Background: an optimization exercise with open tools, aiming at a short achievable clock period and few clock cycles. Do not read the settings as production practice.
The flow treats the clock pin as an ideal source. Dropping or thinning the clock tree relies on that and would not hold on a real chip.
No activity file was given, so power comes from the tool's default toggle rates.

the baseline:
// day4_top
module day4_top( clk, rst, rom_addr, rom_data, sum_overlap, sum_contain, done );
    input clk;
    input rst;
    output [13:0] rom_addr;
    input [7:0] rom_data;
    output [15:0] sum_contain;
    output [15:0] sum_overlap;
    output done;
    function lt2(input x1, input x0, input y1, input y0);
        lt2 = (~x1 & y1) | ((~x1 | y1) & ~x0 & y0);
    endfunction
    function [7:0] grp(input [6:0] x, input [6:0] y);
        grp = {lt2(y[6], y[5], x[6], x[5]), lt2(y[4], y[3], x[4], x[3]),
               lt2(y[2], y[1], x[2], x[1]), lt2(1'b0, y[0], 1'b0, x[0]),
               lt2(x[6], x[5], y[6], y[5]), lt2(x[4], x[3], y[4], y[3]),
               lt2(x[2], x[1], y[2], y[1]), lt2(1'b0, x[0], 1'b0, y[0])};
    endfunction
    function [3:0] halves(input [7:0] g);
        halves = {g[5] | (~g[1] & g[4]), g[1] | (~g[5] & g[0]),
                  g[7] | (~g[3] & g[6]), g[3] | (~g[7] & g[2])};
    endfunction
    localparam S_NEW = 0,    
               S_RA  = 1,    
               S_RD1 = 2,    
               S_RB2 = 3,    
               S_RC2 = 4,    
               S_RC  = 5,    
               S_RB3 = 6,    
  ...
clock: 4.0 ns
lec_check: 0
abc_clock_period_in_ps: 1500
cap_margin: 20
core_margin: 2
core_utilization: 60
place_density: 0.7
setup_slack_margin: 2.6
slew_margin: 20
tns_end_percent: 100
post_cts_tcl: /design/flow/flow/clocktree.tcl
standard.sh (not shown) runs the stock make flow with config.mk's settings and CLKGATE_MAP_FILE= SYNTH_SCRIPT=/design/flow/synth_recipe.tcl, a recipe that flattens the netlist after the stock synthesis.
==> flow/flow/run.sh <==
#!/bin/bash
# The standard layout, with the clock tree that ORFS's CTS builds replaced
# by a two-level one (flow/clocktree.tcl, run as ORFS's POST_CTS_TCL hook).
set -euo pipefail
here=$(pwd)
echo "export POST_CTS_TCL = $here/flow/clocktree.tcl" >> config.mk
bash standard.sh finish > standard_make.log 2>&1
Other scripts of this flow, unchanged in this note and not shown: flow/flow/clocktree.tcl
The flow did not stop early for the baseline: all stages ran, and the layout cleared the timing, DRC and antenna checks.
> inputs changed (the baseline -> the candidate)
--- a/flow/design.v
+++ b/flow/design.v
@@ -80,23 +80,26 @@
     wire [6:0] v = data_q;
     wire rd_a = stA[S_RA];
     wire rd_b = stA[S_RB2] | stA[S_RB3] | stA[S_RB4];
     wire rd_c = stA[S_RC2] | stA[S_RC];
     wire rd_d = stA[S_RD1] | stA[S_RD3] | stA[S_RD4];
     wire [3:0] ha = halves(ga), hb = halves(gb), hc = halves(gc), hd = halves(gd);
     wire a_lt_a = ha[0] | (~ha[1] & ha[2]);
     wire a_lt_b = hb[0] | (~hb[1] & hb[2]);
     wire a_lt_c = hc[0] | (~hc[1] & hc[2]);
     wire a_lt_d = hd[0] | (~hd[1] & hd[2]);
-    wire a_eq_a = ~|ha;
-    wire a_eq_b = ~|hb;
-    wire a_eq_d = ~|hd;
+    wire a_gt_a = ha[1] | (~ha[0] & ha[3]);
+    wire a_gt_b = hb[1] | (~hb[0] & hb[3]);
+    wire a_gt_d = hd[1] | (~hd[0] & hd[3]);
+    wire a_eq_a = ~a_lt_a & ~a_gt_a;
+    wire a_eq_b = ~a_lt_b & ~a_gt_b;
+    wire a_eq_d = ~a_lt_d & ~a_gt_d;
     wire a_99   = in99;
     wire a_dis  = (stA[S_RD1] & a_lt_a) | (stA[S_RB3] & a_lt_c) | (stA[S_RD4] & a_lt_a);
     wire a_both = (stA[S_RB2] & a_eq_d) | (stA[S_RC] & a_eq_a) |
                   (stA[S_RB3] & ~a_lt_c & a_99) | (stA[S_RD4] & ~a_lt_a & a_99);
     wire fin_dis  = disB;
     wire fin_both = bothB;
     wire fin_full = stB[S_RC2] | stB[S_RD3] | stB[S_RB4];
     wire [NS-1:0] cont;
     assign cont[S_NEW] = 1'b0;
     assign cont[S_RA]  = 1'b0;
## What came out
Diff the baseline -> the candidate: sequential share of layout area shows an increase of 0.54 points; wire length shows a reduction of about 2.2%.
For simple-gate portion of the synthesized area, the baseline and the candidate come out practically identical.
The candidate vs the baseline — via count rose about 1.1%.
Detailed-route wire length on metal 1: the baseline vs the candidate — no meaningful difference
Relative to the baseline, total power has increased by 0.21 mW in the candidate.
Against the baseline, the candidate comes in 0.65 points lower on core utilization.
The candidate against the baseline: cell area shows a reduction of 0.94%, synthesized area level, multi-input logic cell count did not really move.
No functional check of the RTL was part of any run of this note. No run of this note takes its clock network from TritonCTS; it comes from the design's own scripts or RTL.

-- separate check: timing with driven ports --
How much do the figures lean on ideal ports? The routed layouts below were timed once more, with nothing changed but the port constraints. Step 1 assumes that a clkbuf_16 drives the clock port and a buf_2 every other input. Step 2 moves the port delays by t, midway between the first and last clock arrival at a register: inputs arrive t later, outputs are due t later. That takes back most of the time a late clock gives input paths. a / b / c = ideal ports / drivers / drivers and shift; a / b = the first two.
run	shift t [ns]	setup slack, ns	hold slack, ns
the baseline	0.319	2.556 / 2.421 / 2.383	0.327 / 0.327 / 0.327
the candidate	0.317	2.607 / 2.425 / 2.452	0.322 / 0.323 / 0.323
After both steps every run listed still meets setup and hold. The setup slack of the baseline, which loses most, moves by -0.135 ns with the drivers and by -0.173 ns with both steps.
